From an optimization exercise on the open Yosys and OpenROAD flow, aimed at small area and few clock cycles; shortcuts taken in it are not production practice.
Function was checked by simulation only, so behaviour that the tests miss may differ from the original.
No activity file was given, so power comes from the tool's default toggle rates.

==> flow/design.v <==
`timescale 10 ns / 10 ns
module Apply (
		input wire [29:0] f,
		input wire [29:0] g,
		input wire [1:0]  typeIn,
		input wire valid,
		output wire simpleCaseHit,
		output wire [29:0] simpleCaseResult,
		output wire validOut,
		output wire [29:0] fn,
		output wire [29:0] fnv,
		output wire [29:0] gn,
		output wire [29:0] gnv,
		output wire quantifyOut,
		output wire [29:0] outF,
		output wire [29:0] outG,
		output wire [1:0] outType,
		output wire [9:0] topOut,
		input wire insertValueIntoSimpleCache,
		input wire [17:0] simpleCacheIndex,
		input wire [1:0] simpleCacheValue,
		input wire [15:0] avs_config_address,
		input wire avs_config_write,
		input wire [31:0] avs_config_writedata,
		input wire avs_config_read,
		output wire [31:0] avs_config_readdata,
		output wire avs_config_readdatavalid,
		output wire avs_config_waitrequest,
		output reg [127:0] aso_var_request_data,
		input wire aso_var_request_ready,
		output reg aso_var_request_valid,
		output reg [127:0] aso_node_request_data,
		input wire aso_node_request_ready,
		output reg aso_node_request_valid,
		output reg [127:0] aso_cache_request_data,
		input wire aso_cache_request_ready,
		output reg aso_cache_request_valid,
		input wire [95:0] asi_result_data,
		input wire [1:0] asi_result_channel,
		input wire asi_result_valid,
		input wire [15:0] asi_var_data,
		input wire asi_var_valid,
		input wire clk,
		input wire reset
	);
assign avs_config_waitrequest = 1'b0;
reg [9:0]  cubeLastVar;
reg [31:0] quantify [0:1];
reg [9:0]  nextVar [0:63];
reg [1:0]  simpleCache [0:63];
wire cfgNext  = |avs_config_address[15:8];
wire cfgQuant = !cfgNext & avs_config_address[7];
wire cfgCube  = (avs_config_address == 16'd5);
always @(posedge clk)
begin
	if(avs_config_write & cfgNext)
		nextVar[avs_config_address[5:0]] <= avs_config_writedata[9:0];
	if(avs_config_write & cfgQuant)
		quantify[avs_config_address[0]] <= avs_config_writedata;
	if(avs_config_write & cfgCube)
		cubeLastVar <= avs_config_writedata[9:0];
	if(insertValueIntoSimpleCache)
		simpleCache[simpleCacheIndex[5:0]] <= simpleCacheValue;
end
reg readValid;
reg readNext, readQuant;
reg [5:0] readIndex;
always @(posedge clk)
begin
	readValid <= avs_config_read & (cfgNext | cfgQuant | cfgCube);
	if(avs_config_read)
	begin
		readNext <= cfgNext;
		readQuant <= cfgQuant;
		readIndex <= avs_config_address[5:0];
	end
	if(reset)
		readValid <= 1'b0;
end
reg busy;               
reg hitNoVar;           
reg [29:0] F, G;        
reg [1:0]  T;           
reg pF, pG;             
reg [9:0]  fVar, gVar;
reg varFIssued, varGIssued, varFDone, varGDone;
reg nodeFIssued, nodeGIssued, nodeFDone;
reg cacheIssued, cacheMiss;
reg [59:0] nodeF;       
reg [1:0] skipVar, skipNode;   
wire fConst = &f[29:1];
wire gConst = &g[29:1];
wire fZero = fConst & f[0];
wire fOne  = fConst & ~f[0];
wire gZero = gConst & g[0];
wire gOne  = gConst & ~g[0];
wire sameNode = (f[29:1] == g[29:1]);
wire fEqG = sameNode & (f[0] == g[0]);
wire fNegG = sameNode & (f[0] != g[0]);
wire fBigger = (f > g);
wire fParity = ^f;
wire gParity = ^g;
reg inHit;
reg [29:0] inResult;
reg [29:0] inF, inG;
reg [1:0] inT;
reg inFFromG, inGFromF, inGZero;
always @*
begin
	inHit = 1'b0;
	inResult = f;
	case(typeIn)
		2'd0: begin
			inHit = fZero | gZero | fNegG | fEqG | gOne | fOne;
			if(fZero | gZero | fNegG)
				inResult = 30'h3fffffff;
			else if(fEqG | gOne)
				inResult = f;
			else
				inResult = g;
		end
		2'd1, 2'd3: begin
			inHit = fConst;
			inResult = f;
		end
		default: begin  
			inHit = fZero | gZero | fNegG | (fOne & gOne);
			inResult = (fOne & gOne) ? 30'h3ffffffe : 30'h3fffffff;
		end
	endcase
	inT = typeIn;
	inFFromG = 1'b0;
	inGFromF = 1'b0;
	inGZero = 1'b0;
	if(typeIn == 2'd2 & (fOne | fEqG))
	begin
		inT = 2'd1;
		inFFromG = 1'b1;
		inGZero = 1'b1;
	end
	else if(typeIn == 2'd2 & gOne)
	begin
		inT = 2'd1;
		inGZero = 1'b1;
	end
	else if(!typeIn[0] & fBigger)  
	begin
		inFFromG = 1'b1;
		inGFromF = 1'b1;
	end
	inF = inFFromG ? g : f;
	inG = inGZero ? 30'h3fffffff : (inGFromF ? f : g);
end
wire start = valid & !inHit;
wire inHashDirect = (typeIn[0] == typeIn[1]);
wire [17:0] inHash = f[17:0] + g[17:0] + {16'b0, typeIn};
wire inSwap = !typeIn[0] & fBigger;
wire inFParity = inFFromG ? gParity : fParity;
wire inGParity = inGZero ? 1'b0 : (inGFromF ? fParity : gParity);  
wire [1:0] inSimpleHash = {inSwap ? gParity : fParity, 1'b0} + {1'b0, inSwap ? fParity : gParity} + typeIn;
wire needG = !T[0];     
wire varsDone = varFDone & (varGDone | !needG);
wire [9:0] gVarEff = needG ? gVar : 10'h3ff;
wire fVarLeq = (fVar <= gVarEff);
wire [9:0] top = fVarLeq ? fVar : gVarEff;
wire fetchF = fVarLeq;
wire fetchG = (gVarEff <= fVar);
wire topBigger = (top > cubeLastVar);
wire varFNow = varTake & !varFDone;
wire varGNow = varTake & varFDone;
wire [9:0] fVarCur = varFNow ? asi_var_data[9:0] : fVar;
wire [9:0] gVarCur = needG ? (varGNow ? asi_var_data[9:0] : gVar) : 10'h3ff;
wire varsDoneCur = (varFDone | varFNow) & (varGDone | varGNow | !needG);
wire fetchFCur = (fVarCur <= gVarCur);
wire fetchGCur = (gVarCur <= fVarCur);
wire [9:0] topCur = fetchFCur ? fVarCur : gVarCur;
wire [1:0] T3 = (T == 2'd2 & topBigger) ? 2'd0 : T;
wire [31:0] quantWord = quantify[busy ? top[5] : readIndex[0]];
wire [5:0] nextIndex = busy ? topCur[5:0] : readIndex;
wire [9:0] nextTop = nextVar[nextIndex];
wire q = (T3[0] ^ T3[1]) & quantWord[top[4:0]];
wire [17:0] hash = (F[17:0] + G[17:0] + {16'b0, T3}) ^ {17'b0, q};
wire [1:0] simpleHash = {pF, 1'b0} + {1'b0, pG} + T3 + {1'b0, q};
wire [1:0] simpleCacheEntry = simpleCache[valid ? inHash[5:0] : hash[5:0]];
wire inSimpleMatch = (simpleCacheEntry == inSimpleHash);
wire simpleMatch = (simpleCacheEntry == simpleHash);
wire hashKnown = (T[0] == T[1]) | varsDone;  
reg simpleChecked, simpleMatched;
always @(posedge clk)
begin
	simpleChecked <= busy & hashKnown & !valid;
	simpleMatched <= simpleMatch;
end
wire varAnswer = asi_var_valid;
wire nodeAnswer = asi_result_valid & (asi_result_channel == 2'b01);
wire cacheAnswer = asi_result_valid & (asi_result_channel == 2'b10);
wire varTake = varAnswer & (skipVar == 2'd0);
wire varDrop = varAnswer & (skipVar != 2'd0);
wire nodeTake = nodeAnswer & (skipNode == 2'd0);
wire nodeDrop = nodeAnswer & (skipNode != 2'd0);
wire cacheTake = cacheAnswer;
wire nodeFNow = nodeTake & !nodeFDone;
wire nodeGNow = nodeTake & nodeFDone;
wire [59:0] nodeAnswerFields = {asi_result_data[61:32], asi_result_data[29:0]};
wire cacheEntryHit = (asi_result_data[29:0] == F) & (asi_result_data[61:32] == G) &
	(asi_result_data[95:94] == T3) & (asi_result_data[30] == q);
wire doneVarHit = busy & (T == 2'd1) & varTake & !varFDone & (asi_var_data[9:0] > cubeLastVar);
wire doneCacheHit = busy & cacheTake & cacheEntryHit;
wire cacheResolved = simpleChecked & (!simpleMatched | cacheMiss | (cacheTake & !cacheEntryHit));
wire doneNodes = busy & varsDoneCur & cacheResolved &
	(!fetchFCur | nodeFDone) & (!fetchGCur | nodeGNow);
wire finish = doneVarHit | doneCacheHit | doneNodes;
wire nodeGWanted = needG ? (varGIssued & (T[1] | cacheIssued | (simpleChecked & !simpleMatched)) & !(varsDone & !fetchG)) :
	(varsDone & fetchG);
always @*
begin
	aso_var_request_data = 128'b0;
	aso_var_request_data[2:0] = 3'b010;
	aso_var_request_data[31:3] = valid ? inF[29:1] : (varFIssued ? G[29:1] : F[29:1]);
	aso_var_request_valid = start | (busy & (!varFIssued | (needG & !varGIssued)));
	aso_node_request_data = 128'b0;
	aso_node_request_data[2:0] = 3'b001;
	aso_node_request_data[31:3] = valid ? inF[29:1] : (nodeFIssued ? G[29:1] : F[29:1]);
	aso_node_request_valid = start | (busy & (!nodeFIssued | (!nodeGIssued & nodeGWanted)));
	aso_cache_request_data = 128'b0;
	aso_cache_request_data[2:0] = 3'b011;
	aso_cache_request_data[20:3] = valid ? inHash : hash;
	aso_cache_request_valid = (start & inHashDirect & inSimpleMatch) |
		(busy & simpleChecked & simpleMatched & !cacheIssued & !(T == 2'd1 & topBigger));
end
wire varAccept = aso_var_request_valid & aso_var_request_ready;
wire nodeAccept = aso_node_request_valid & aso_node_request_ready;
wire cacheAccept = aso_cache_request_valid & aso_cache_request_ready;
wire [1:0] varOwed = {1'b0, varFIssued} + {1'b0, varGIssued} + {1'b0, varAccept}
	- {1'b0, varFDone} - {1'b0, varGDone} - {1'b0, varTake};
wire [1:0] nodeOwed = {1'b0, nodeFIssued & !nodeFDone & !nodeFNow} + {1'b0, nodeGIssued & !nodeGNow} + {1'b0, nodeAccept};
always @(posedge clk)
begin
	hitNoVar <= valid & inHit;
	skipVar <= skipVar - {1'b0, varDrop} + (finish ? varOwed : 2'd0);
	skipNode <= skipNode - {1'b0, nodeDrop} + (finish ? nodeOwed : 2'd0);
	if(valid)
	begin
		busy <= !inHit;
		F <= inHit ? inResult : inF;
		G <= inG;
		T <= inT;
		pF <= inFParity;
		pG <= inGParity;
		varFIssued <= varAccept;
		nodeFIssued <= nodeAccept;
		cacheIssued <= cacheAccept;
		varGIssued <= 1'b0;
		nodeGIssued <= 1'b0;
		varFDone <= 1'b0;
		varGDone <= 1'b0;
		nodeFDone <= 1'b0;
		cacheMiss <= 1'b0;
	end
	else
	begin
		if(finish)
			busy <= 1'b0;
		if(varAccept)
		begin
			varFIssued <= 1'b1;
			if(varFIssued)
				varGIssued <= 1'b1;
		end
		if(nodeAccept)
		begin
			nodeFIssued <= 1'b1;
			if(nodeFIssued)
				nodeGIssued <= 1'b1;
		end
		if(cacheAccept)
			cacheIssued <= 1'b1;
		if(varTake)
		begin
			if(!varFDone)
			begin
				varFDone <= 1'b1;
				fVar <= asi_var_data[9:0];
			end
			else
			begin
				varGDone <= 1'b1;
				gVar <= asi_var_data[9:0];
			end
		end
		if(nodeFNow)
		begin
			nodeFDone <= 1'b1;
			nodeF <= nodeAnswerFields;
		end
		if(nodeGNow & !finish)
			nodeGIssued <= 1'b0;
		if(cacheTake & !cacheEntryHit)
			cacheMiss <= 1'b1;
	end
	if(reset)
	begin
		busy <= 1'b0;
		hitNoVar <= 1'b0;
		skipVar <= 2'd0;
		skipNode <= 2'd0;
	end
end
assign validOut = hitNoVar | finish;
assign simpleCaseHit = hitNoVar | doneVarHit | doneCacheHit;
assign simpleCaseResult = doneCacheHit ? asi_result_data[93:64] : F;
assign fn  = fetchFCur ? {nodeF[59:31], nodeF[30] ^ F[0]} : F;
assign fnv = fetchFCur ? {nodeF[29:1], nodeF[0] ^ F[0]} : F;
assign gn  = fetchGCur ? {asi_result_data[61:33], asi_result_data[32] ^ G[0]} : G;
assign gnv = fetchGCur ? {asi_result_data[29:1], asi_result_data[0] ^ G[0]} : G;
assign quantifyOut = q;
assign outF = F;
assign outG = G;
assign outType = T3;
assign topOut = (T == 2'd3) ? nextTop : topCur;
assign avs_config_readdata = readNext ? {22'b0, nextTop} : (readQuant ? quantWord : {22'b0, cubeLastVar});
assign avs_config_readdatavalid = readValid;
endmodule
==> flow/run.sh <==
#!/bin/bash
# synth_recipe.tcl (not shown) runs the flow's synth.tcl, then flattens the netlist and writes it again
# the make line also repeats each setting of config.mk as NAME=value (left out here)
make -C /OpenROAD-flow-scripts/flow DESIGN_CONFIG=/design/flow/config.mk WORK_HOME=/design/flow/orfs CLKGATE_MAP_FILE= SYNTH_SCRIPT=/design/flow/synth_recipe.tcl finish
==> flow/config.mk <==
export PLATFORM = sky130hd
export DESIGN_NAME = Apply
export DESIGN_NICKNAME = Apply
export VERILOG_FILES = /design/flow/design.v
export SDC_FILE = /design/flow/constraint.sdc
export NUM_CORES = 4
export LEC_CHECK = 0
export CAP_MARGIN = 20
export CORE_MARGIN = 2
export CORE_UTILIZATION = 40
export PLACE_DENSITY = 0.6
export SLEW_MARGIN = 20
==> flow/constraint.sdc <==
create_clock -name core_clock -period 10.0 [get_ports {clk}]
set_input_delay 2.0000 -clock core_clock [delete_from_list [all_inputs] [get_ports {clk}]]
set_output_delay 2.0000 -clock core_clock [all_outputs]
set_load 0.01 [all_outputs]
==> reports/qor.txt, run 1 <==
Post-route setup slack -> -0.178 ns
Placed wire-length estimate -> 163000 µm
Largest net degree at the start of global routing -> 156
Die area -> 0.135 mm²
Fin. max-slew vios -> 0
Fin. Hold Viols -> 0
Antenna-violating nets left -> 0
Pwr dens -> 215 mW/mm²
Worst hold path class -> reg -> reg
# hold bufs at CTS -> 0
Final instance area -> 0.0675 mm²
Vias -> 40000
Leakage -> 25.4 nW
Final Skew -> 0.0715 ns
Slowest cell delay on critical path -> 0.52 ns
Number of synthesized flops with an enable pin -> 997
Longest Clk Path Bufs -> 3
Reg area -> 0.0302 mm²
Hold slack -> 0.506 ns
Nets -> 5639
Clk root buf -> clkbuf_16
Post-synth top flop -> edfxtp_1
Critical-path maximum fanout -> 8
Fin crit period -> 10.18 ns
SO Viols -> setup timing
DR iter-0 viols -> 5033
Yosys reg bits -> 1012
Status -> complete, but fails checks
Layout fillers -> 11400
Critical path's most frequent cell -> buf_4
Clock latency (worst-skew pair) -> 0.74 ns
CTS tree -> done
Top-area cell type share of the netlist area -> 56.5%
Vert. Die Dim -> 368 µm
Initial antenna violation count -> 45
Crit path DAT -> 8.18 ns
Global Route Usage Sum -> 31.4%
Global-route wire length before repair -> 297000 µm
Top achievable clock speed -> 0.0983 GHz
Cell family with most CP delay -> buffers and inverters
DRT Pass-1 Iters -> 6
Vias in the first global route -> 37600
# IOs -> 901
Routed len/inst -> 31.0 µm
Core Area -> 0.131 mm²
Synth warn -> 1
CP Launch Type -> register
Final core utilization -> 51.3%
Critical path type -> reg -> out
Synth area leader -> edfxtp_1
Vias per cell -> 5.64
Die Width -> 368 µm
RSZ-0062 raised after global routing -> true
CP required -> 8.00 ns
Most frequent cells after synthesis -> edfxtp_1 (997), nand2_1 (642), buf_4 (310)
GR Overflow Total -> 0
Post-synthesis sequential area ratio -> 57.1%
Worst-margin pin slew -> 1.10 ns
Multi-input logic area -> 0.0213 mm²
Placement Cell Area -> 0.0618 mm²
Global placer's final weighted congestion -> 1.07
Cell with the most instances after synthesis -> edfxtp_1
Clock buffer count from CTS -> 107
Row Count -> 133
CP Capture Type -> primary output
Mapped cell area -> 0.0530 mm²
Worst path slowest cell -> or4_1
Max VDD drop -> 0.000145 V
Critical path buffers and inverters -> 13
Synth top area cells -> edfxtp_1 (56%), nand2_1 (4.5%), buf_4 (4.4%), mux4_2 (4.1%), mux2i_1 (3.9%)
Count of input and output buffers -> 570
Setup violations, final -> 1
Max cap viols -> 0
Syn Area/Cell -> 12.1 µm²
H-tree Lvls -> 3
Unique cell type count in the Yosys netlist -> 89
Remaining routing DRC violations -> 0
Share of cells above drive strength 1 -> 17.8%
Fin crit share -> 102%
Cell count after synthesis -> 4369
FFs w/ async S/R, synth -> 0%
Reg clk slew, reported paths -> 0.07 ns
Pre-CTS setup slack -> -0.788 ns
Slew headroom -> 26.9%
Synth-to-Final Area Change -> 27.3%
Post-Route WL -> 220000 µm
Pwr Total -> 0.0145 W
Sink Count -> 1012
Initial Util -> 40.3%
-- worst register-to-register path, delay by kind of cell, from the launching register on --
kind,cells,cell delay (ns)
DFF,1,0.48
buffers and inverters,9,1.19
AOI/OAI and AO/OA,10,2.05
and+or+nand+nor,12,2.84
xor gates and xnor gates,3,0.45
adders and majority gates,4,0.95
-- flip-flops by register name, indices dropped and copies added (netlist names), 2 cells and up --
signal and cells:
cubeLastVar 10, F 30, simpleCache 128, nodeF 60, skipVar 2, fVar 10
gVar 10, T 2, skipNode 2, G 30, quantify 64, readIndex 6
nextVar 640
-- metrics by stage --
step / TNS, ns / cells
3_5_place_dp: -10.28 / 6808
5_1_grt: -0.643 / 7091
6_report: -0.178 / 7095
4_1_cts: -0.146 / 7065
2_1_floorplan: 0 / 4676
3_3_place_gp: -9.31 / 6807
-- kinds of logic after synthesis --
logic type | after synthesis | synth area share (%)
XOR/XNOR | 163 | 2.69
buffers and inverters | 656 | 6.99
AND/OR/NAND/NOR | 1267 | 10.5
AO/OA/AOI/OAI | 734 | 9.27
other | 2 | 0.0142
adder cells (fa/ha/maj) | 157 | 3.85
multiplexers | 378 | 9.58
flip-flops | 1012 | 57.1
-- report_power, final --
| part | total (W) | switching [W] | internal [W] | leakage [nW] |
|---|---|---|---|---|
| registers | 0.00490 | 0.000143 | 0.00476 | 9.16 |
| clock network | 0.00431 | 0.00178 | 0.00252 | 1.83 |
| logic | 0.00526 | 0.00300 | 0.00227 | 14.4 |
-- path summary, 6_finish.rpt --
check,endpoint,startpoint,depth (start not counted),slack (ns)
max reg2reg,skipVar[1]$_SDFF_PP0_,T[0]$_SDFFCE_PP1P_,38,1.97
min,cacheMiss$_SDFFE_PP0P_,cacheMiss$_SDFFE_PP0P_,2,0.51
max,aso_cache_request_valid,T[0]$_SDFFCE_PP1P_,36,-0.18
min reg2reg,cacheMiss$_SDFFE_PP0P_,cacheMiss$_SDFFE_PP0P_,2,0.51
-- cell usage in the layout (no fill, tap or decap), drive strengths merged, types with 22 or more instances in the layout --
master,n
mux4,96
inv,142
nor4,24
clkbuf,126
o21ai,81
buf,415
mux2,73
conb,309
nor3,25
nor2,281
a2111oi,35
and3,27
nand2,643
diode,22
a21o,32
ha,147
a21oi,230
a211oi,106
mux2i,209
dlymetal6s2s,33
a21boi,45
clkinv,48
xnor2,146
nor2b,78
nand4,50
edfxtp,997
a31oi,26
clkdlybuf4s50,497
nand3,74
-- routing by layer --
| metal | share of wire (%) | GRT usage (%) | vias up | wire length, µm |
|---|---|---|---|---|
| met5 | 0.052 | 0 | - | 115 |
| met4 | 6.4 | 17.6 | 18 | 14100 |
| met3 | 10 | 8.40 | 441 | 22600 |
| met2 | 43 | 46.1 | 2185 | 95300 |
| met1 | 40 | 42.2 | 20100 | 87700 |
| li1 | - | - | 17200 | - |
-- cell type report --
class                           count  share of cell area [%]
Antenna cell                       22                  0.0816
Clock buffer                      123                    4.06
Clock inverter                     77                    1.57
Inverter                          140                   0.790
Multi-Input combinational cell   3008                    31.6
Sequential cell                  1012                    44.8
Tap cell                         1755                    3.26
Timing Repair Buffer              958                    13.8
-- timing repair --
item | 4_1_cts | 5_1_grt
setup endpoints to repair | 50 | 54
setup buffers | 50 | 8
gates cloned | 7 | 0
pin swaps | 49 | 33
gates resized for setup | 190 | 132
Testbench counts, summed over its fixed seeds: cycles 31,167.
==> inputs of run 2 (changes only) <==
--- a/flow/design.v
+++ b/flow/design.v
@@ -82,7 +82,9 @@
 reg [29:0] F, G;        
 reg [1:0]  T;           
 reg pF, pG;             
-reg [9:0]  fVar, gVar;
+reg [9:0]  fVar;
+reg [9:0]  top;          
+reg fetchF, fetchG, q;
 reg varFIssued, varGIssued, varFDone, varGDone;
 reg nodeFIssued, nodeGIssued, nodeFDone;
 reg cacheIssued, cacheMiss;
@@ -160,37 +162,32 @@
 wire [1:0] inSimpleHash = {inSwap ? gParity : fParity, 1'b0} + {1'b0, inSwap ? fParity : gParity} + typeIn;
 wire needG = !T[0];     
 wire varsDone = varFDone & (varGDone | !needG);
-wire [9:0] gVarEff = needG ? gVar : 10'h3ff;
-wire fVarLeq = (fVar <= gVarEff);
-wire [9:0] top = fVarLeq ? fVar : gVarEff;
-wire fetchF = fVarLeq;
-wire fetchG = (gVarEff <= fVar);
-wire topBigger = (top > cubeLastVar);
 wire varFNow = varTake & !varFDone;
 wire varGNow = varTake & varFDone;
-wire [9:0] fVarCur = varFNow ? asi_var_data[9:0] : fVar;
-wire [9:0] gVarCur = needG ? (varGNow ? asi_var_data[9:0] : gVar) : 10'h3ff;
-wire varsDoneCur = (varFDone | varFNow) & (varGDone | varGNow | !needG);
-wire fetchFCur = (fVarCur <= gVarCur);
-wire fetchGCur = (gVarCur <= fVarCur);
-wire [9:0] topCur = fetchFCur ? fVarCur : gVarCur;
-wire [1:0] T3 = (T == 2'd2 & topBigger) ? 2'd0 : T;
-wire [31:0] quantWord = quantify[busy ? top[5] : readIndex[0]];
-wire [5:0] nextIndex = busy ? topCur[5:0] : readIndex;
+wire varsArrive = needG ? varGNow : varFNow;
+wire [9:0] newFVar = varFDone ? fVar : asi_var_data[9:0];
+wire [9:0] newGVar = needG ? asi_var_data[9:0] : 10'h3ff;
+wire newFetchF = (newFVar <= newGVar);
+wire newFetchG = (newGVar <= newFVar);
+wire [9:0] newTop = newFetchF ? newFVar : newGVar;
+wire newTopBigger = (newTop > cubeLastVar);
+wire [1:0] newT = (T == 2'd2 & newTopBigger) ? 2'd0 : T;
+wire [63:0] quantBits = {quantify[1], quantify[0]};
+wire newQ = (newT[0] ^ newT[1]) & quantBits[newTop[5:0]];
+wire andVarsNow = varGNow & (T == 2'd0);
+wire varsDoneCur = varsDone | andVarsNow;
+wire fetchFCur = andVarsNow ? newFetchF : fetchF;
+wire fetchGCur = andVarsNow ? newFetchG : fetchG;
+wire [9:0] topCur = andVarsNow ? newTop : top;
+wire [31:0] quantWord = quantify[readIndex[0]];
+wire [5:0] nextIndex = busy ? top[5:0] : readIndex;
 wire [9:0] nextTop = nextVar[nextIndex];
-wire q = (T3[0] ^ T3[1]) & quantWord[top[4:0]];
-wire [17:0] hash = (F[17:0] + G[17:0] + {16'b0, T3}) ^ {17'b0, q};
-wire [1:0] simpleHash = {pF, 1'b0} + {1'b0, pG} + T3 + {1'b0, q};
+wire [17:0] hash = (F[17:0] + G[17:0] + {16'b0, T}) ^ {17'b0, q};
+wire [1:0] simpleHash = {pF, 1'b0} + {1'b0, pG} + T + {1'b0, q};
 wire [1:0] simpleCacheEntry = simpleCache[valid ? inHash[5:0] : hash[5:0]];
 wire inSimpleMatch = (simpleCacheEntry == inSimpleHash);
 wire simpleMatch = (simpleCacheEntry == simpleHash);
 wire hashKnown = (T[0] == T[1]) | varsDone;  
-reg simpleChecked, simpleMatched;
-always @(posedge clk)
-begin
-	simpleChecked <= busy & hashKnown & !valid;
-	simpleMatched <= simpleMatch;
-end
 wire varAnswer = asi_var_valid;
 wire nodeAnswer = asi_result_valid & (asi_result_channel == 2'b01);
 wire cacheAnswer = asi_result_valid & (asi_result_channel == 2'b10);
@@ -203,14 +200,14 @@
 wire nodeGNow = nodeTake & nodeFDone;
 wire [59:0] nodeAnswerFields = {asi_result_data[61:32], asi_result_data[29:0]};
 wire cacheEntryHit = (asi_result_data[29:0] == F) & (asi_result_data[61:32] == G) &
-	(asi_result_data[95:94] == T3) & (asi_result_data[30] == q);
-wire doneVarHit = busy & (T == 2'd1) & varTake & !varFDone & (asi_var_data[9:0] > cubeLastVar);
+	(asi_result_data[95:94] == T) & (asi_result_data[30] == q);
+wire doneVarHit = busy & (T == 2'd1) & varFNow & newTopBigger;
 wire doneCacheHit = busy & cacheTake & cacheEntryHit;
-wire cacheResolved = simpleChecked & (!simpleMatched | cacheMiss | (cacheTake & !cacheEntryHit));
+wire cacheResolved = hashKnown & (!simpleMatch | cacheMiss | (cacheTake & !cacheEntryHit));
 wire doneNodes = busy & varsDoneCur & cacheResolved &
 	(!fetchFCur | nodeFDone) & (!fetchGCur | nodeGNow);
 wire finish = doneVarHit | doneCacheHit | doneNodes;
-wire nodeGWanted = needG ? (varGIssued & (T[1] | cacheIssued | (simpleChecked & !simpleMatched)) & !(varsDone & !fetchG)) :
+wire nodeGWanted = needG ? (varGIssued & (T[1] | cacheIssued | !simpleMatch) & !(varsDone & !fetchG)) :
 	(varsDone & fetchG);
 always @*
 begin
@@ -226,7 +223,7 @@
 	aso_cache_request_data[2:0] = 3'b011;
 	aso_cache_request_data[20:3] = valid ? inHash : hash;
 	aso_cache_request_valid = (start & inHashDirect & inSimpleMatch) |
-		(busy & simpleChecked & simpleMatched & !cacheIssued & !(T == 2'd1 & topBigger));
+		(busy & hashKnown & simpleMatch & !cacheIssued);
 end
 wire varAccept = aso_var_request_valid & aso_var_request_ready;
 wire nodeAccept = aso_node_request_valid & aso_node_request_ready;
@@ -247,6 +244,7 @@
 		T <= inT;
 		pF <= inFParity;
 		pG <= inGParity;
+		q <= 1'b0;
 		varFIssued <= varAccept;
 		nodeFIssued <= nodeAccept;
 		cacheIssued <= cacheAccept;
@@ -275,18 +273,20 @@
 		end
 		if(cacheAccept)
 			cacheIssued <= 1'b1;
-		if(varTake)
+		if(varFNow)
 		begin
-			if(!varFDone)
-			begin
-				varFDone <= 1'b1;
-				fVar <= asi_var_data[9:0];
-			end
-			else
-			begin
-				varGDone <= 1'b1;
-				gVar <= asi_var_data[9:0];
-			end
+			varFDone <= 1'b1;
+			fVar <= asi_var_data[9:0];
+		end
+		if(varGNow)
+			varGDone <= 1'b1;
+		if(varsArrive)
+		begin
+			top <= newTop;
+			fetchF <= newFetchF;
+			fetchG <= newFetchG;
+			T <= newT;
+			q <= newQ;
 		end
 		if(nodeFNow)
 		begin
@@ -316,7 +316,7 @@
 assign quantifyOut = q;
 assign outF = F;
 assign outG = G;
-assign outType = T3;
+assign outType = T;
 assign topOut = (T == 2'd3) ? nextTop : topCur;
 assign avs_config_readdata = readNext ? {22'b0, nextTop} : (readQuant ? quantWord : {22'b0, cubeLastVar});
 assign avs_config_readdatavalid = readValid;
==> flow/flow/run.sh (new file) <==
#!/bin/bash
# Standard layout, with the smallest buffer on the ports instead of the default delay buffer.
set -euo pipefail
bash standard.sh 'BUFFER_PORTS_ARGS=-buffer_cell sky130_fd_sc_hd__buf_1' finish > standard_flow.log 2>&1
==> flow/standard.sh (new file) <==
#!/bin/bash
# synth_recipe.tcl (not shown) runs the flow's synth.tcl, then flattens the netlist and writes it again
# the make line also repeats each setting of config.mk as NAME=value (left out here)
make -C /OpenROAD-flow-scripts/flow DESIGN_CONFIG=/design/flow/config.mk WORK_HOME=/design/flow/orfs CLKGATE_MAP_FILE= SYNTH_SCRIPT=/design/flow/synth_recipe.tcl "${@:-finish}"
--- a/flow/config.mk
+++ b/flow/config.mk
@@ -8,5 +8,7 @@
 export CAP_MARGIN = 20
 export CORE_MARGIN = 2
 export CORE_UTILIZATION = 40
+export CTS_BUF_LIST = sky130_fd_sc_hd__clkbuf_8
+export CTS_CLUSTER_SIZE = 30
 export PLACE_DENSITY = 0.6
 export SLEW_MARGIN = 20
removed: flow/run.sh
==> reports/qor.txt, run 2 <==
Cell with the most instances after synthesis -> edfxtp_1 (unchanged)
Top-area cell type share of the netlist area -> 57.4% (was 56.5%)
Row Count -> 132 (was 133)
Gates resized, CTS repair -> 0 (was 190)
Max VDD drop -> 0.000164 V (was 0.000145 V)
Top achievable clock speed -> 0.108 GHz (was 0.0983 GHz)
Worst path slowest cell -> o21ai_0 (was or4_1)
Post-route setup slack -> 0.758 ns (was -0.178 ns)
Cell count after synthesis -> 4034 (was 4369)
Longest Clk Path Bufs -> 3 (unchanged)
Initial Util -> 40.3% (about the same)
Unique cell type count in the Yosys netlist -> 81 (was 89)
RSZ-0062 raised after global routing -> false (was true)
Die Width -> 366 µm (was 368 µm)
Yosys reg bits -> 1014 (was 1012)
Critical-path maximum fanout -> 20 (was 8)
FF-to-FF setup slack -> 2.29 ns (was 1.97 ns)
Vias per cell -> 5.71 (was 5.64)
Highest-count cells in the layout ignoring fill and taps -> edfxtp_1 (999), buf_1 (557), nand2_1 (513) (was edfxtp_1 (997), nand2_1 (627), clkdlybuf4s50_1 (497))
Final instance area -> 0.0590 mm² (was 0.0675 mm²)
Slowest cell delay on critical path -> 0.75 ns (was 0.52 ns)
Post-Route WL -> 219000 µm (was 220000 µm)
Clock latency (worst-skew pair) -> 0.91 ns (was 0.74 ns)
Hold path start -> cacheMiss$_SDFFE_PP0P_ (unchanged)
Leakage -> 21.2 nW (was 25.4 nW)
DRT Pass-1 Iters -> 10 (was 6)
# IOs -> 901 (unchanged)
Nets -> 5072 (was 5639)
Post-synth top flop -> edfxtp_1 (unchanged)
Cell family with most CP delay -> compound AO/OA/AOI/OAI gates (was buffers and inverters)
CP Capture Type -> primary output (unchanged)
Crit path DAT -> 7.24 ns (was 8.18 ns)
Slew headroom -> 20.3% (was 26.9%)
Setup violations, final -> 0 (was 1)
Max reg flops -> 640 (unchanged)
Number of synthesized flops with an enable pin -> 999 (was 997)
Fin crit share -> 92.4% (was 102%)
Vias in the first global route -> 34400 (was 37600)
Global Route Usage Sum -> 32.1% (was 31.4%)
Vert. Die Dim -> 366 µm (was 368 µm)
Worst r2r src -> varFDone$_SDFFE_PP0P_ (was T[0]$_SDFFCE_PP1P_)
Status -> finished clean (was complete, but fails checks)
H-tree Lvls -> 4 (was 3)
Hold Path Cell Cnt -> 2 (unchanged)
Routed len/inst -> 33.3 µm (was 31.0 µm)
Post-CTS Setup Inserts -> 0 (was 50)
Placement Cell Area -> 0.0556 mm² (was 0.0618 mm²)
Placed wire-length estimate -> 166000 µm (was 163000 µm)
Synth area leader -> edfxtp_1 (unchanged)
Combinational share of power -> 28.9% (was 36.4%)
Switching fraction of total power -> 36.5% (was 34.0%)
Synth warn -> 1 (unchanged)
NetSw -> 0.00443 W (was 0.00492 W)
Worst path cell trace -> buf_1 -> or2_2 -> ha_1 -> nor2b_1 -> o21bai_1 -> a211o_1 -> and3_1 -> nand2_1 -> o21ai_0 -> inv_1 -> ha_1 -> nand3_1 -> o41ai_1 -> nor3_1 -> a21oi_1 -> a41o_1 -> or2_2 -> nand2b_1 -> buf_1
Share of cells above drive strength 1 -> 12.8% (was 17.8%)
DR iter-0 viols -> 5125 (was 5033)
Synth-to-Final Area Change -> 12.8% (was 27.3%)
Count of input and output buffers -> 570 (unchanged)
Syn Area/Cell -> 13.0 µm² (was 12.1 µm²)
Synth top area cells -> edfxtp_1 (57%), mux4_2 (7.5%), buf_4 (4.5%), nand2_1 (3.7%), ha_1 (3.1%) (was edfxtp_1 (56%), nand2_1 (4.5%), buf_4 (4.4%), mux4_2 (4.1%), mux2i_1 (3.9%))
Clk root buf -> clkbuf_8 (was clkbuf_16)
Layout fillers -> 12000 (was 11400)
Clk network pwr share -> 30.4% (was 29.8%)
Global-route wire length before repair -> 287000 µm (was 297000 µm)
P_int -> 0.00770 W (was 0.00955 W)
Final Skew -> 0.0355 ns (was 0.0715 ns)
CTS tree -> done (unchanged)
Min-Delay Endpoint -> cacheMiss$_SDFFE_PP0P_ (unchanged)
FFs w/ async S/R, synth -> 0% (unchanged)
Die area -> 0.134 mm² (was 0.135 mm²)
Pre-CTS setup slack -> 0.948 ns (was -0.788 ns)
Initial antenna violation count -> 53 (was 45)
Worst-margin pin slew -> 1.18 ns (was 1.10 ns)
Reg clk slew, reported paths -> 0.06 ns (was 0.07 ns)
Reg area -> 0.0303 mm² (was 0.0302 mm²)
Vias -> 37500 (was 40000)
R2r endpoint -> skipNode[1]$_SDFF_PP0_ (was skipVar[1]$_SDFF_PP0_)
Remaining routing DRC violations -> 0 (unchanged)
Sink Count -> 1014 (was 1012)
# hold bufs at CTS -> 0 (unchanged)
CP Launch Type -> input port (was register)
Post-synthesis sequential area ratio -> 58.0% (was 57.1%)
Max cap viols -> 0 (unchanged)
Antenna-violating nets left -> 0 (unchanged)
Largest net degree at the start of global routing -> 91 (was 156)
Critical path type -> in -> out (was reg -> out)
Mapped cell area -> 0.0523 mm² (was 0.0530 mm²)
Fin. Hold Viols -> 0 (unchanged)
Flop pwr share -> 40.7% (was 33.9%)
Most common cell after layout, fill and taps aside -> edfxtp_1 (unchanged)
GR Overflow Total -> 0 (unchanged)
Most frequent cells after synthesis -> edfxtp_1 (999), nand2_1 (513), buf_4 (313) (was edfxtp_1 (997), nand2_1 (642), buf_4 (310))
Fin crit period -> 9.24 ns (was 10.18 ns)
Sum of negative setup slack -> 0 ns (was -0.178 ns)
Critical path buffers and inverters -> 3 (was 13)
Multi-input logic area -> 0.0197 mm² (was 0.0213 mm²)
Fin. max-slew vios -> 0 (unchanged)
Pwr dens -> 206 mW/mm² (was 215 mW/mm²)
Worst hold path class -> reg -> reg (unchanged)
Clock buffer count from CTS -> 170 (was 107)
Global placer's final weighted congestion -> 1.00 (was 1.07)
Core Area -> 0.130 mm² (was 0.131 mm²)
CP required -> 8.00 ns (about the same)
R2r worst-path depth -> 25 (was 38)
-- run 2: power by group through the flow --
stage	clock, W	combinational (W)	sequential (W)
2_1_floorplan	0	0.00200	0.00495
3_3_place_gp	0	0.00338	0.00502
3_5_place_dp	0	0.00339	0.00502
4_1_cts	0.00371	0.00341	0.00493
5_1_grt	0.00390	0.00367	0.00494
6_report	0.00369	0.00350	0.00494
-- run 2: logic make-up after synthesis --
logic type / after synthesis / synth area share [%]
xor+xnor: 162 / 2.73
compound gates: 639 / 8.05
simple gates: 1090 / 9.34
flops: 1014 / 58.0
other cells: 2 / 0.0144
mux: 363 / 11.6
fa+ha+maj: 139 / 3.46
buf+inv: 625 / 6.89
-- run 2: worst min-delay path, stage by stage, from the launching register on --
cell	delay, ns
dfxtp_1	0.31
nor2_1	0.07
nor2_1	0.08
-- run 2: metal layers --
layer / vias up / wire length, µm / GRT usage (%)
li1: 15800 / - / -
met4: 38 / 12700 / 16.1
met3: 385 / 34800 / 16.8
met1: 18900 / 78500 / 39.5
met2: 2387 / 92800 / 45.8
met5: - / 425 / 0
-- run 2: worst max-delay path by stage --
| stage | start | end | slack, ns | cells past startpoint |
|---|---|---|---|---|
| 2_1_floorplan | asi_var_data[5] | validOut | 2.19 | 21 |
| 3_3_place_gp | asi_var_data[5] | validOut | 0.94 | 19 |
| 3_5_place_dp | asi_var_data[5] | validOut | 0.95 | 21 |
| 4_1_cts | varFDone$_SDFFE_PP0P_ | validOut | 0.88 | 20 |
| 5_1_grt | varFDone$_SDFFE_PP0P_ | validOut | 0.53 | 18 |
| 6_report | asi_var_data[1] | validOut | 0.76 | 19 |
-- run 2: metrics by stage --
stage          utilization, %  total power [W]  instances  hold slack [ns]
3_5_place_dp             42.9          0.00841       6247            0.481
6_report                 45.5           0.0121       6572            0.493
4_1_cts                  45.5           0.0121       6555            0.497
2_1_floorplan               -          0.00696       4341            0.437
3_3_place_gp             42.9          0.00840       6246            0.474
5_1_grt                  45.5           0.0125       6562            0.554
-- run 2: cell type report --
cell class / instances / area share, %
flip-flops and latches: 1014 / 51.4
multi-input cells: 2702 / 33.4
repair buffers: 681 / 5.17
clock buffers: 178 / 4.15
well taps: 1742 / 3.69
clock inverters: 130 / 1.45
inverters: 109 / 0.719
diodes: 16 / 0.0679
Testbench counts of run 2, summed over its fixed seeds: cycles 30,243.
==> inputs of run 3 (changes only) <==
==> flow/run.sh (new file) <==
#!/bin/bash
# synth_recipe.tcl (not shown) runs the flow's synth.tcl, then flattens the netlist and writes it again
# the make line also repeats each setting of config.mk as NAME=value (left out here)
make -C /OpenROAD-flow-scripts/flow DESIGN_CONFIG=/design/flow/config.mk WORK_HOME=/design/flow/orfs CLKGATE_MAP_FILE= SYNTH_SCRIPT=/design/flow/synth_recipe.tcl finish
removed: flow/flow/run.sh
removed: flow/standard.sh
==> reports/qor.txt, run 3 <==
Highest-count cells in the layout ignoring fill and taps -> edfxtp_1 (999), clkdlybuf4s50_1 (559), nand2_1 (513) (was edfxtp_1 (999), buf_1 (557), nand2_1 (513))
# hold bufs at CTS -> 0 (unchanged)
Synth area leader -> edfxtp_1 (unchanged)
Fin. Hold Viols -> 0 (unchanged)
Hold path start -> cacheMiss$_SDFFE_PP0P_ (unchanged)
DR iter-0 viols -> 5328 (was 5125)
Fin crit share -> 96.0% (was 92.4%)
Unique cell type count in the Yosys netlist -> 81 (unchanged)
Worst path cell trace -> clkdlybuf4s50_1 -> inv_1 -> fa_1 -> inv_1 -> ha_1 -> fa_1 -> nand2b_1 -> nand2_2 -> inv_6 -> mux2i_1 -> mux4_1 -> mux2i_1 -> o22ai_1 -> o21ai_0 -> nor4b_1 -> nor4b_1 -> or3_1 -> clkdlybuf4s50_1 (was buf_1 -> or2_2 -> ha_1 -> nor2b_1 -> o21bai_1 -> a211o_1 -> and3_1 -> nand2_1 -> o21ai_0 -> inv_1 -> ha_1 -> nand3_1 -> o41ai_1 -> nor3_1 -> a21oi_1 -> a41o_1 -> or2_2 -> nand2b_1 -> buf_1)
Gates resized, CTS repair -> 0 (unchanged)
Largest net degree at the start of global routing -> 85 (was 91)
CP Capture Type -> primary output (unchanged)
Top-area cell type share of the netlist area -> 57.4% (unchanged)
Worst-margin pin slew -> 1.19 ns (was 1.18 ns)
Final std cells w/o fill -> 6602 (was 6572)
DP Cell Count -> 6269 (was 6247)
Antenna-violating nets left -> 0 (unchanged)
Share of cells above drive strength 1 -> 12.9% (was 12.8%)
Crit path DAT -> 7.60 ns (was 7.24 ns)
Post-Route WL -> 224000 µm (was 219000 µm)
Syn Area/Cell -> 13.0 µm² (unchanged)
Number of synthesized flops with an enable pin -> 999 (unchanged)
Routed len/inst -> 33.9 µm (was 33.3 µm)
Sum of negative setup slack -> 0 ns (unchanged)
Post-synthesis sequential area ratio -> 58.0% (unchanged)
Status -> finished clean (unchanged)
Placed wire-length estimate -> 169000 µm (was 166000 µm)
Synth-to-Final Area Change -> 19.5% (was 12.8%)
Switching fraction of total power -> 35.7% (was 36.5%)
Post-route setup slack -> 0.396 ns (was 0.758 ns)
FFs w/ async S/R, synth -> 0% (unchanged)
Cell count after synthesis -> 4034 (unchanged)
Clk network pwr share -> 28.4% (was 30.4%)
Post-CTS Setup Inserts -> 0 (unchanged)
Yosys reg bits -> 1014 (unchanged)
Initial Util -> 40.3% (unchanged)
FF-to-FF setup slack -> 2.76 ns (was 2.29 ns)
Mapped cell area -> 0.0523 mm² (unchanged)
Worst hold path class -> reg -> reg (unchanged)
Worst r2r src -> varFDone$_SDFFE_PP0P_ (unchanged)
NetSw -> 0.00441 W (was 0.00443 W)
RSZ-0062 raised after global routing -> false (unchanged)
Global Route Usage Sum -> 32.7% (was 32.1%)
Core Area -> 0.130 mm² (unchanged)
Critical-path maximum fanout -> 27 (was 20)
Flop pwr share -> 40.0% (was 40.7%)
Critical path type -> in -> out (unchanged)
Crit. Startpoint -> f[1] (was asi_var_data[1])
Row Count -> 132 (unchanged)
Longest Clk Path Bufs -> 3 (unchanged)
Cell with the most instances after synthesis -> edfxtp_1 (unchanged)
Most frequent cells after synthesis -> edfxtp_1 (999), nand2_1 (513), buf_4 (313) (unchanged)
Pre-CTS setup slack -> 0.451 ns (was 0.948 ns)
Vias in the first global route -> 35100 (was 34400)
Nets -> 5094 (was 5072)
Fin crit period -> 9.60 ns (was 9.24 ns)
Synth top area cells -> edfxtp_1 (57%), mux4_2 (7.5%), buf_4 (4.5%), nand2_1 (3.7%), ha_1 (3.1%) (unchanged)
Max cap viols -> 0 (unchanged)
Synth warn -> 1 (unchanged)
CP required -> 8.00 ns (about the same)
Initial antenna violation count -> 47 (was 53)
GR Overflow Total -> 0 (unchanged)
Leakage -> 22.7 nW (was 21.2 nW)
Clock buffer count from CTS -> 169 (was 170)
Clock latency (worst-skew pair) -> 0.91 ns (about the same)
Count of input and output buffers -> 570 (unchanged)
Global-route wire length before repair -> 292000 µm (was 287000 µm)
DRT Pass-1 Iters -> 6 (was 10)
Pwr dens -> 198 mW/mm² (was 206 mW/mm²)
Final Skew -> 0.0409 ns (was 0.0355 ns)
Vert. Die Dim -> 366 µm (unchanged)
CP Launch Type -> input port (unchanged)
H-tree Lvls -> 4 (unchanged)
Layout fillers -> 11600 (was 12000)
Clk root buf -> clkbuf_8 (unchanged)
Worst path slowest cell -> fa_1 (was o21ai_0)
Post-synth top flop -> edfxtp_1 (unchanged)
Top achievable clock speed -> 0.104 GHz (was 0.108 GHz)
Remaining routing DRC violations -> 0 (unchanged)
Max reg flops -> 640 (unchanged)
Slew headroom -> 19.1% (was 20.3%)
CTS tree -> done (unchanged)
Slowest cell delay on critical path -> 0.60 ns (was 0.75 ns)
Reg clk slew, reported paths -> 0.06 ns (about the same)
Die area -> 0.134 mm² (unchanged)
Vias per cell -> 5.71 (about the same)
Sink Count -> 1014 (unchanged)
Fin. max-slew vios -> 0 (unchanged)
Most common cell after layout, fill and taps aside -> edfxtp_1 (unchanged)
# IOs -> 901 (unchanged)
Vias -> 37700 (was 37500)
P_int -> 0.00795 W (was 0.00770 W)
Max VDD drop -> 0.000215 V (was 0.000164 V)
Die Width -> 366 µm (unchanged)
Combinational share of power -> 31.6% (was 28.9%)
Setup violations, final -> 0 (unchanged)
Global placer's final weighted congestion -> 1.01 (was 1.00)
[run 3: cell counts after synthesis]
No cell type changed its count.
[run 3: metrics by stage]
step	hold WS, ns	instance area (µm²)	total power [W]	utilization (%)
after detailed placement	0.501	59300	0.00881	45.7
after CTS	0.514	62400	0.0123	48.1
after floorplan	0.437	53400	0.00696	-
final	0.516	62500	0.0124	48.2
after global routing	0.550	62500	0.0127	48.2
after global placement	0.502	59300	0.00880	45.7
[run 3: final timing paths]
check | endpoint | cells past startpoint
max | aso_cache_request_valid | 18
min | cacheMiss$_SDFFE_PP0P_ | 2
min reg2reg | cacheMiss$_SDFFE_PP0P_ | 2
max reg2reg | skipNode[1]$_SDFF_PP0_ | 25
[run 3: cell type report]
class | count | area (µm²) | share of cell area [%]
clock buffer | 175 | 2410 | 3.85
clock inverter | 131 | 721 | 1.15
tap | 1742 | 2180 | 3.49
multi-input combinational | 2702 | 19700 | 31.5
timing repair buffer | 704 | 6710 | 10.7
sequential | 1014 | 30300 | 48.5
inverter | 109 | 424 | 0.679
antenna | 25 | 62.6 | 0.100
[run 3: per-layer routing]
| metal | routed length, µm | vias to the layer above | GRT usage, % |
|---|---|---|---|
| met1 | 80700 | 18900 | 40.0 |
| met5 | 172 | - | 0 |
| met2 | 95500 | 2459 | 46.9 |
| met3 | 35100 | 399 | 17.1 |
| li1 | - | 15900 | - |
| met4 | 12300 | 28 | 16.7 |
[run 3: power by group through the flow]
stage | clock (W) | sequential (W) | combinational [W]
finish | 0.00351 | 0.00494 | 0.00391
floorplan | 0 | 0.00495 | 0.00200
CTS | 0.00354 | 0.00493 | 0.00381
detailed placement | 0 | 0.00502 | 0.00379
global route | 0.00372 | 0.00494 | 0.00405
global placement | 0 | 0.00502 | 0.00378
[run 3: kinds of logic after synthesis]
logic type	count (synthesis)	synth area share, %
multiplexers	363	11.6
flip-flops	1014	58.0
XOR/XNOR	162	2.73
AO/OA/AOI/OAI	639	8.05
other	2	0.0144
AND/OR/NAND/NOR	1090	9.34
buffers and inverters	625	6.89
adder cells (fa/ha/maj)	139	3.46
[run 3: worst max-delay path: cells and delay by family]
| kind | cells | cell delay, ns |
|---|---|---|
| AOI/OAI and AO/OA | 2 | 0.38 |
| muxes | 3 | 0.81 |
| buffers and inverters | 5 | 1.61 |
| adders and majority gates | 3 | 1.36 |
| and+or+nand+nor | 5 | 1.41 |
==> inputs of run 4 (changes only) <==
--- a/flow/config.mk
+++ b/flow/config.mk
@@ -8,7 +8,5 @@
 export CAP_MARGIN = 20
 export CORE_MARGIN = 2
 export CORE_UTILIZATION = 40
-export CTS_BUF_LIST = sky130_fd_sc_hd__clkbuf_8
-export CTS_CLUSTER_SIZE = 30
 export PLACE_DENSITY = 0.6
 export SLEW_MARGIN = 20
==> reports/qor.txt, run 4 <==
Status -> finished clean (unchanged)
Die area -> 0.134 mm² (unchanged)
Clk network pwr share -> 31.6% (was 28.4%)
Yosys reg bits -> 1014 (unchanged)
Pwr dens -> 206 mW/mm² (was 198 mW/mm²)
Layout fillers -> 11500 (was 11600)
GR Overflow Total -> 0 (unchanged)
Fin crit share -> 96.0% (about the same)
Global Route Usage Sum -> 32.5% (was 32.7%)
Fin. Hold Viols -> 0 (unchanged)
Critical path type -> in -> out (unchanged)
Flop pwr share -> 38.2% (was 40.0%)
H-tree Lvls -> 3 (was 4)
Max cap viols -> 0 (unchanged)
Cell with the most instances after synthesis -> edfxtp_1 (unchanged)
Most common cell after layout, fill and taps aside -> edfxtp_1 (unchanged)
Leakage -> 22.6 nW (was 22.7 nW)
Max reg flops -> 640 (unchanged)
Count of input and output buffers -> 570 (unchanged)
Final core utilization -> 48.5% (was 48.2%)
Worst-margin pin slew -> 1.19 ns (about the same)
CTS tree -> done (unchanged)
Syn Area/Cell -> 13.0 µm² (unchanged)
Post-Route WL -> 222000 µm (was 224000 µm)
Setup violations, final -> 0 (unchanged)
Synth-to-Final Area Change -> 20.3% (was 19.5%)
# hold bufs at CTS -> 0 (unchanged)
Slew headroom -> 19.2% (was 19.1%)
RSZ-0062 raised after global routing -> false (unchanged)
Max VDD drop -> 0.000156 V (was 0.000215 V)
Fin crit period -> 9.60 ns (about the same)
Placement Cell Area -> 0.0593 mm² (unchanged)
Sink Count -> 1014 (unchanged)
Longest Clk Path Bufs -> 3 (unchanged)
Synth top area cells -> edfxtp_1 (57%), mux4_2 (7.5%), buf_4 (4.5%), nand2_1 (3.7%), ha_1 (3.1%) (unchanged)
Vert. Die Dim -> 366 µm (unchanged)
Post-synthesis sequential area ratio -> 58.0% (unchanged)
Row Count -> 132 (unchanged)
DRT Pass-1 Iters -> 6 (unchanged)
Top-area cell type share of the netlist area -> 57.4% (unchanged)
Highest-count cells in the layout ignoring fill and taps -> edfxtp_1 (999), clkdlybuf4s50_1 (559), nand2_1 (513) (unchanged)
Vias per cell -> 5.73 (was 5.71)
CP Launch Type -> input port (unchanged)
Initial antenna violation count -> 49 (was 47)
Remaining routing DRC violations -> 0 (unchanged)
Synth warn -> 1 (unchanged)
CP required -> 8.00 ns (about the same)
Synth area leader -> edfxtp_1 (unchanged)
FFs w/ async S/R, synth -> 0% (unchanged)
Final Skew -> 0.0295 ns (was 0.0409 ns)
Vias -> 37100 (was 37700)
Clock latency (worst-skew pair) -> 0.74 ns (was 0.91 ns)
# IOs -> 901 (unchanged)
Mapped cell area -> 0.0523 mm² (unchanged)
Worst hold path class -> reg -> reg (unchanged)
Largest net degree at the start of global routing -> 85 (unchanged)
Die Width -> 366 µm (unchanged)
Clock buffer count from CTS -> 107 (was 169)
Unique cell type count in the Yosys netlist -> 81 (unchanged)
Number of synthesized flops with an enable pin -> 999 (unchanged)
P_int -> 0.00853 W (was 0.00795 W)
Switching fraction of total power -> 34.0% (was 35.7%)
Initial Util -> 40.3% (unchanged)
Combinational share of power -> 30.2% (was 31.6%)
Clk root buf -> clkbuf_16 (was clkbuf_8)
Sum of negative setup slack -> 0 ns (unchanged)
NetSw -> 0.00440 W (was 0.00441 W)
Reg clk slew, reported paths -> 0.06 ns (about the same)
Antenna-violating nets left -> 0 (unchanged)
Fin. max-slew vios -> 0 (unchanged)
CP Capture Type -> primary output (unchanged)
Final instance area -> 0.0629 mm² (was 0.0625 mm²)
Global-route wire length before repair -> 291000 µm (was 292000 µm)
Core Area -> 0.130 mm² (unchanged)
Most frequent cells after synthesis -> edfxtp_1 (999), nand2_1 (513), buf_4 (313) (unchanged)
Gates resized, CTS repair -> 0 (unchanged)
Post-synth top flop -> edfxtp_1 (unchanged)
Cell count after synthesis -> 4034 (unchanged)
Nets -> 5031 (was 5094)
Vias in the first global route -> 34500 (was 35100)
Global placer's final weighted congestion -> 1.01 (unchanged)
Top achievable clock speed -> 0.104 GHz (about the same)
Routed len/inst -> 34.3 µm (was 33.9 µm)
DR iter-0 viols -> 5370 (was 5328)
Share of cells above drive strength 1 -> 12.0% (was 12.9%)
Critical-path maximum fanout -> 27 (unchanged)
Placed wire-length estimate -> 169000 µm (unchanged)
Crit path DAT -> 7.60 ns (about the same)
Post-CTS Setup Inserts -> 0 (unchanged)
[run 4: cell types whose count changed in the layout (fill, tap and decap cells not counted), sizes merged]
cell	previous run	this run
inv	171	114
clkbuf	176	134
clkinv	63	40
diode	25	11
bufinv	3	12
clkinvlp	3	8
buf	144	143
[run 4: cell families (layout without fill, tap and decap cells)]
kind of cell               count (synthesis)  count (layout)  share of synthesized area, %
adders and majority gates                139             139                          3.46
other                                      2             320                        0.0144
AOI/OAI and AO/OA                        639             639                          8.05
buffers and inverters                    625            1010                          6.89
DFF                                     1014            1014                          58.0
and+or+nand+nor                         1090            1090                          9.34
xor gates and xnor gates                 162             162                          2.73
muxes                                    363             363                          11.6
[run 4: worst paths after layout]
| path | startpoint | endpoint | slack [ns] | cells after the start |
|---|---|---|---|---|
| setup / recovery | f[1] | aso_cache_request_valid | 0.40 | 18 |
| setup reg to reg | varFDone$_SDFFE_PP0P_ | skipNode[1]$_SDFF_PP0_ | 2.81 | 25 |
| hold / removal | cacheMiss$_SDFFE_PP0P_ | cacheMiss$_SDFFE_PP0P_ | 0.52 | 2 |
| hold reg to reg | cacheMiss$_SDFFE_PP0P_ | cacheMiss$_SDFFE_PP0P_ | 0.52 | 2 |
[run 4: cell type report]
class                   count  area, µm²  area share [%]
repair buffers            703       6700            10.7
clock inverters            65        786            1.25
flip-flops and latches   1014      30300            48.2
clock buffers             133       2780            4.41
diodes                     11       27.5          0.0438
multi-input cells        2702      19700            31.3
well taps                1742       2180            3.47
inverters                 109        424           0.675
[run 4: critical path, cell delays in order]
cell             delay (ns)
clkdlybuf4s50_1        0.57
inv_1                  0.14
fa_1                   0.55
inv_1                  0.05
ha_1                   0.21
fa_1                   0.60
nand2b_1               0.22
nand2_2                0.13
inv_6                  0.26
mux2i_1                0.14
mux4_1                 0.52
mux2i_1                0.15
o22ai_1                0.16
o21ai_0                0.21
nor4b_1                0.35
nor4b_1                0.37
or3_1                  0.35
clkdlybuf4s50_1        0.60
[run 4: power by group through the flow]
stage / Sequential, W / Clock (W) / Combinational [W]
floorplan: 0.00495 / 0 / 0.00200
global placement: 0.00502 / 0 / 0.00378
detailed placement: 0.00502 / 0 / 0.00379
CTS: 0.00493 / 0.00410 / 0.00381
global route: 0.00494 / 0.00427 / 0.00405
finish: 0.00494 / 0.00408 / 0.00391
[run 4: per-layer routing]
metal | track usage [%] | up-vias | wire length, µm
met5 | 0 | - | 179
met4 | 17.2 | 32 | 13100
met3 | 16.3 | 380 | 34800
met2 | 46.4 | 2340 | 93900
met1 | 40.2 | 18600 | 80400
li1 | - | 15700 | -
[run 4: per-stage QoR]
| stage | power (W) | instances | worst slack, ns | hold WS (ns) |
|---|---|---|---|---|
| 3_5_place_dp | 0.00881 | 6269 | 0.451 | 0.501 |
| 3_3_place_gp | 0.00880 | 6269 | 0.469 | 0.502 |
| 4_1_cts | 0.0128 | 6467 | 0.425 | 0.515 |
| 5_1_grt | 0.0133 | 6474 | 0.126 | 0.551 |
| 2_1_floorplan | 0.00696 | 4341 | 2.19 | 0.437 |
| 6_report | 0.0129 | 6479 | 0.405 | 0.516 |
==> inputs of run 5 (changes only) <==
--- a/flow/design.v
+++ b/flow/design.v
@@ -181,7 +181,14 @@
 wire [9:0] topCur = andVarsNow ? newTop : top;
 wire [31:0] quantWord = quantify[readIndex[0]];
 wire [5:0] nextIndex = busy ? top[5:0] : readIndex;
-wire [9:0] nextTop = nextVar[nextIndex];
+reg [9:0] nextTop;
+integer ni;  
+always @*
+begin
+	nextTop = 10'b0;
+	for(ni = 0; ni < 64; ni = ni + 1)
+		nextTop = nextTop | (nextVar[ni] & {10{nextIndex == ni}});
+end
 wire [17:0] hash = (F[17:0] + G[17:0] + {16'b0, T}) ^ {17'b0, q};
 wire [1:0] simpleHash = {pF, 1'b0} + {1'b0, pG} + T + {1'b0, q};
 wire [1:0] simpleCacheEntry = simpleCache[valid ? inHash[5:0] : hash[5:0]];
==> flow/flow/run.sh (new file) <==
#!/bin/bash
# Standard layout, with the smallest buffer on the ports instead of the default delay buffer.
set -euo pipefail
bash standard.sh 'BUFFER_PORTS_ARGS=-buffer_cell sky130_fd_sc_hd__buf_1' finish > standard_flow.log 2>&1
==> flow/standard.sh (new file) <==
#!/bin/bash
# synth_recipe.tcl (not shown) runs the flow's synth.tcl, then flattens the netlist and writes it again
# the make line also repeats each setting of config.mk as NAME=value (left out here)
make -C /OpenROAD-flow-scripts/flow DESIGN_CONFIG=/design/flow/config.mk WORK_HOME=/design/flow/orfs CLKGATE_MAP_FILE= SYNTH_SCRIPT=/design/flow/synth_recipe.tcl "${@:-finish}"
removed: flow/run.sh
==> reports/qor.txt, run 5 <==
Final instance area -> 0.0583 mm² (was 0.0629 mm²)
Slew headroom -> 6.40% (was 19.2%)
Fin. max-slew vios -> 0 (unchanged)
CTS tree -> done (unchanged)
Syn Area/Cell -> 12.4 µm² (was 13.0 µm²)
Global-route wire length before repair -> 313000 µm (was 291000 µm)
Final Skew -> 0.0491 ns (was 0.0295 ns)
Unique cell type count in the Yosys netlist -> 90 (was 81)
CP Launch Type -> input port (unchanged)
Remaining routing DRC violations -> 0 (unchanged)
Row Count -> 130 (was 132)
Global placer's final weighted congestion -> 1.03 (was 1.01)
Global Route Usage Sum -> 35.6% (was 32.5%)
Clock buffer count from CTS -> 106 (was 107)
Placement Cell Area -> 0.0546 mm² (was 0.0593 mm²)
Hold Path Cell Cnt -> 2 (unchanged)
P_int -> 0.00795 W (was 0.00853 W)
Sum of negative setup slack -> 0 ns (unchanged)
Largest net degree at the start of global routing -> 117 (was 85)
Die Width -> 361 µm (was 366 µm)
Yosys reg bits -> 1014 (unchanged)
Vias per cell -> 6.04 (was 5.73)
Top achievable clock speed -> 0.114 GHz (was 0.104 GHz)
Placed wire-length estimate -> 180000 µm (was 169000 µm)
Fin. Hold Viols -> 0 (unchanged)
Post-Route WL -> 240000 µm (was 222000 µm)
Top-area cell type share of the netlist area -> 58.9% (was 57.4%)
# hold bufs at CTS -> 0 (unchanged)
Die area -> 0.130 mm² (was 0.134 mm²)
DP Cell Count -> 6269 (unchanged)
Final std cells w/o fill -> 6487 (was 6479)
Status -> finished clean (unchanged)
Most frequent cells after synthesis -> edfxtp_1 (999), nand2_1 (456), nor2_1 (317) (was edfxtp_1 (999), nand2_1 (513), buf_4 (313))
Critical path type -> in -> out (unchanged)
Worst path cell trace -> buf_1 -> fa_1 -> ha_1 -> inv_1 -> fa_1 -> nand2_1 -> nand2_1 -> inv_2 -> mux4_2 -> mux2i_1 -> mux2i_1 -> xor2_1 -> a32o_1 -> nor4_2 -> a31oi_1 -> buf_1 (was clkdlybuf4s50_1 -> inv_1 -> fa_1 -> inv_1 -> ha_1 -> fa_1 -> nand2b_1 -> nand2_2 -> inv_6 -> mux2i_1 -> mux4_1 -> mux2i_1 -> o22ai_1 -> o21ai_0 -> nor4b_1 -> nor4b_1 -> or3_1 -> clkdlybuf4s50_1)
# IOs -> 901 (unchanged)
Post-CTS Setup Inserts -> 0 (unchanged)
Nets -> 5123 (was 5031)
CP Capture Type -> primary output (unchanged)
Max VDD drop -> 0.000175 V (was 0.000156 V)
FFs w/ async S/R, synth -> 0% (unchanged)
Synth-to-Final Area Change -> 14.5% (was 20.3%)
Sink Count -> 1014 (unchanged)
Antenna-violating nets left -> 0 (unchanged)
Cell count after synthesis -> 4112 (was 4034)
Routed len/inst -> 36.9 µm (was 34.3 µm)
Leakage -> 20.5 nW (was 22.6 nW)
Reg clk slew, reported paths -> 0.06 ns (about the same)
GR Overflow Total -> 0 (unchanged)
CP required -> 8.00 ns (about the same)
Cell with the most instances after synthesis -> edfxtp_1 (unchanged)
R2r worst-path depth -> 24 (was 25)
Layout fillers -> 11700 (was 11500)
Fin crit period -> 8.78 ns (was 9.60 ns)
Mapped cell area -> 0.0509 mm² (was 0.0523 mm²)
Core Area -> 0.126 mm² (was 0.130 mm²)
Post-synthesis sequential area ratio -> 59.5% (was 58.0%)
Share of cells above drive strength 1 -> 10.5% (was 12.0%)
Pwr Total -> 0.0118 W (was 0.0129 W)
Hold path start -> varGDone$_SDFFE_PP0P_ (was cacheMiss$_SDFFE_PP0P_)
Max cap viols -> 0 (unchanged)
Min-Delay Endpoint -> varGDone$_SDFFE_PP0P_ (was cacheMiss$_SDFFE_PP0P_)
Worst path slowest cell -> fa_1 (unchanged)
Crit path DAT -> 6.78 ns (was 7.60 ns)
Gates resized, CTS repair -> 0 (unchanged)
Vias -> 39200 (was 37100)
Combinational share of power -> 23.1% (was 30.2%)
H-tree Lvls -> 3 (unchanged)
Worst r2r src -> F[1]$_DFFE_PP_ (was varFDone$_SDFFE_PP0P_)
Most common cell after layout, fill and taps aside -> edfxtp_1 (unchanged)
Clk root buf -> clkbuf_16 (unchanged)
Final core utilization -> 46.3% (was 48.5%)
R2r endpoint -> skipNode[1]$_SDFF_PP0_ (unchanged)
Fin crit share -> 87.8% (was 96.0%)
Slowest cell delay on critical path -> 0.53 ns (was 0.60 ns)
Number of synthesized flops with an enable pin -> 999 (unchanged)
Longest Clk Path Bufs -> 3 (unchanged)
DR iter-0 viols -> 5415 (was 5370)
Highest-count cells in the layout ignoring fill and taps -> edfxtp_1 (999), buf_1 (557), nand2_1 (456) (was edfxtp_1 (999), clkdlybuf4s50_1 (559), nand2_1 (513))
NetSw -> 0.00385 W (was 0.00440 W)
Count of input and output buffers -> 570 (unchanged)
Clk network pwr share -> 35.1% (was 31.6%)
Worst-margin pin slew -> 1.40 ns (was 1.19 ns)
Switching fraction of total power -> 32.6% (was 34.0%)
Post-synth top flop -> edfxtp_1 (unchanged)
Synth top area cells -> edfxtp_1 (59%), buf_4 (4.6%), nand2_1 (3.4%), ha_1 (3.2%), a22o_1 (2.6%) (was edfxtp_1 (57%), mux4_2 (7.5%), buf_4 (4.5%), nand2_1 (3.7%), ha_1 (3.1%))
Max reg flops -> 640 (unchanged)
Synth area leader -> edfxtp_1 (unchanged)
Initial antenna violation count -> 41 (was 49)
Clock latency (worst-skew pair) -> 0.73 ns (was 0.74 ns)
FF-to-FF setup slack -> 2.97 ns (was 2.81 ns)
Synth warn -> 1 (unchanged)
RSZ-0062 raised after global routing -> false (unchanged)
DRT Pass-1 Iters -> 6 (unchanged)
Critical-path maximum fanout -> 15 (was 27)
Initial Util -> 40.4% (was 40.3%)
Vert. Die Dim -> 361 µm (was 366 µm)
Setup violations, final -> 0 (unchanged)
Worst hold path class -> reg -> reg (unchanged)
Vias in the first global route -> 34900 (was 34500)
Flop pwr share -> 41.7% (was 38.2%)
Pwr dens -> 203 mW/mm² (was 206 mW/mm²)
run 5: through the flow:
step	setup WS (ns)	hold slack, ns
2_1_floorplan	2.10	0.465
3_3_place_gp	1.35	0.501
3_5_place_dp	1.32	0.506
4_1_cts	1.29	0.521
5_1_grt	0.947	0.553
6_report	1.22	0.528
run 5: final cells by class:
| class | count | area (µm²) | share of cell area (%) |
|---|---|---|---|
| Antenna cell | 19 | 47.5 | 0.0816 |
| Clock inverter | 68 | 822 | 1.41 |
| Sequential cell | 1014 | 30300 | 52.0 |
| Inverter | 103 | 394 | 0.676 |
| Clock buffer | 129 | 2800 | 4.81 |
| Tap cell | 1650 | 2060 | 3.54 |
| Multi-Input combinational cell | 2811 | 18700 | 32.1 |
| Timing Repair Buffer | 693 | 3130 | 5.36 |
run 5: cell families (layout without fill, tap and decap cells):
| logic type | after synthesis | count (layout) | share of synthesized area (%) |
|---|---|---|---|
| AO/OA/AOI/OAI | 855 | 855 | 12.3 |
| XOR/XNOR | 167 | 167 | 2.89 |
| adder cells (fa/ha/maj) | 139 | 139 | 3.56 |
| buffers and inverters | 594 | 993 | 6.78 |
| flip-flops | 1014 | 1014 | 59.5 |
| multiplexers | 200 | 200 | 4.73 |
| other | 2 | 328 | 0.0148 |
| AND/OR/NAND/NOR | 1141 | 1141 | 10.2 |
run 5: power by group through the flow:
stage	Sequential, W	Clock (W)	Combinational (W)
after floorplan	0.00493	0	0.00164
after global placement	0.00501	0	0.00266
after detailed placement	0.00501	0	0.00268
after CTS	0.00492	0.00416	0.00269
after global routing	0.00493	0.00432	0.00287
final	0.00493	0.00414	0.00273
run 5: how the worst max path moves through the flow:
stage / from / to / slack (ns) / cells after the start
2_1_floorplan: asi_var_data[8] / validOut / 2.10 / 20
3_3_place_gp: typeIn[1] / validOut / 1.35 / 18
3_5_place_dp: typeIn[1] / validOut / 1.32 / 18
4_1_cts: typeIn[1] / validOut / 1.29 / 18
5_1_grt: asi_var_data[9] / validOut / 0.95 / 20
6_report: typeIn[1] / aso_node_request_valid / 1.22 / 16
run 5: per-layer routing:
| layer | vias up | track usage (%) | wire [µm] |
|---|---|---|---|
| met1 | 19800 | 45.9 | 89700 |
| met2 | 2697 | 55.0 | 108000 |
| li1 | 16200 | - | - |
| met4 | 12 | 15.2 | 11900 |
| met5 | - | 0 | 88 |
| met3 | 453 | 11.8 | 30200 |
run 5: critical path, delay by kind of cell:
kind	cells	cell delay (ns)
fa+ha+maj	3	1.19
buf+inv	4	1.18
compound gates	2	0.56
mux	3	0.94
xor+xnor	1	0.20
simple gates	3	0.69
Testbench counts of run 5, summed over its fixed seeds: cycles 30,243.

## afterwards: timing with drivers on the ports
In the flow no input, the clock included, has a driving cell. The finished layouts below were timed again as built, in two steps.
Step 1 (the two cells are an assumption about what drives the block):
set clk [get_ports {clk}]
set_driving_cell -lib_cell sky130_fd_sc_hd__clkbuf_16 $clk
set_driving_cell -lib_cell sky130_fd_sc_hd__buf_2 [delete_from_list [all_inputs] $clk]
Step 2 adds t to the input delays and takes it off the output delays; t is the mean of the earliest and latest rising clock arrival at the registers after step 1. Input paths then give back, and output paths get back, about the clock's delay inside the block.
Slacks: no drivers / after step 1 / after step 2; pairs: no drivers / after step 1.
run	t (ns)	setup WS [ns]	worst setup path at the end
run 1	0.776	-0.178 / -0.251 / 0.063	input to output
run 2	0.978	0.758 / 0.690 / 0.714	input to output
run 3	0.970	0.396 / 0.366 / 0.366	input to output
run 4	0.804	0.405 / 0.375 / 0.375	input to output
run 5	0.787	1.217 / 1.067 / 1.067	input to output
For run 5, which loses most, drivers alone change the setup slack by -0.150 ns; drivers and shift together by -0.150 ns.
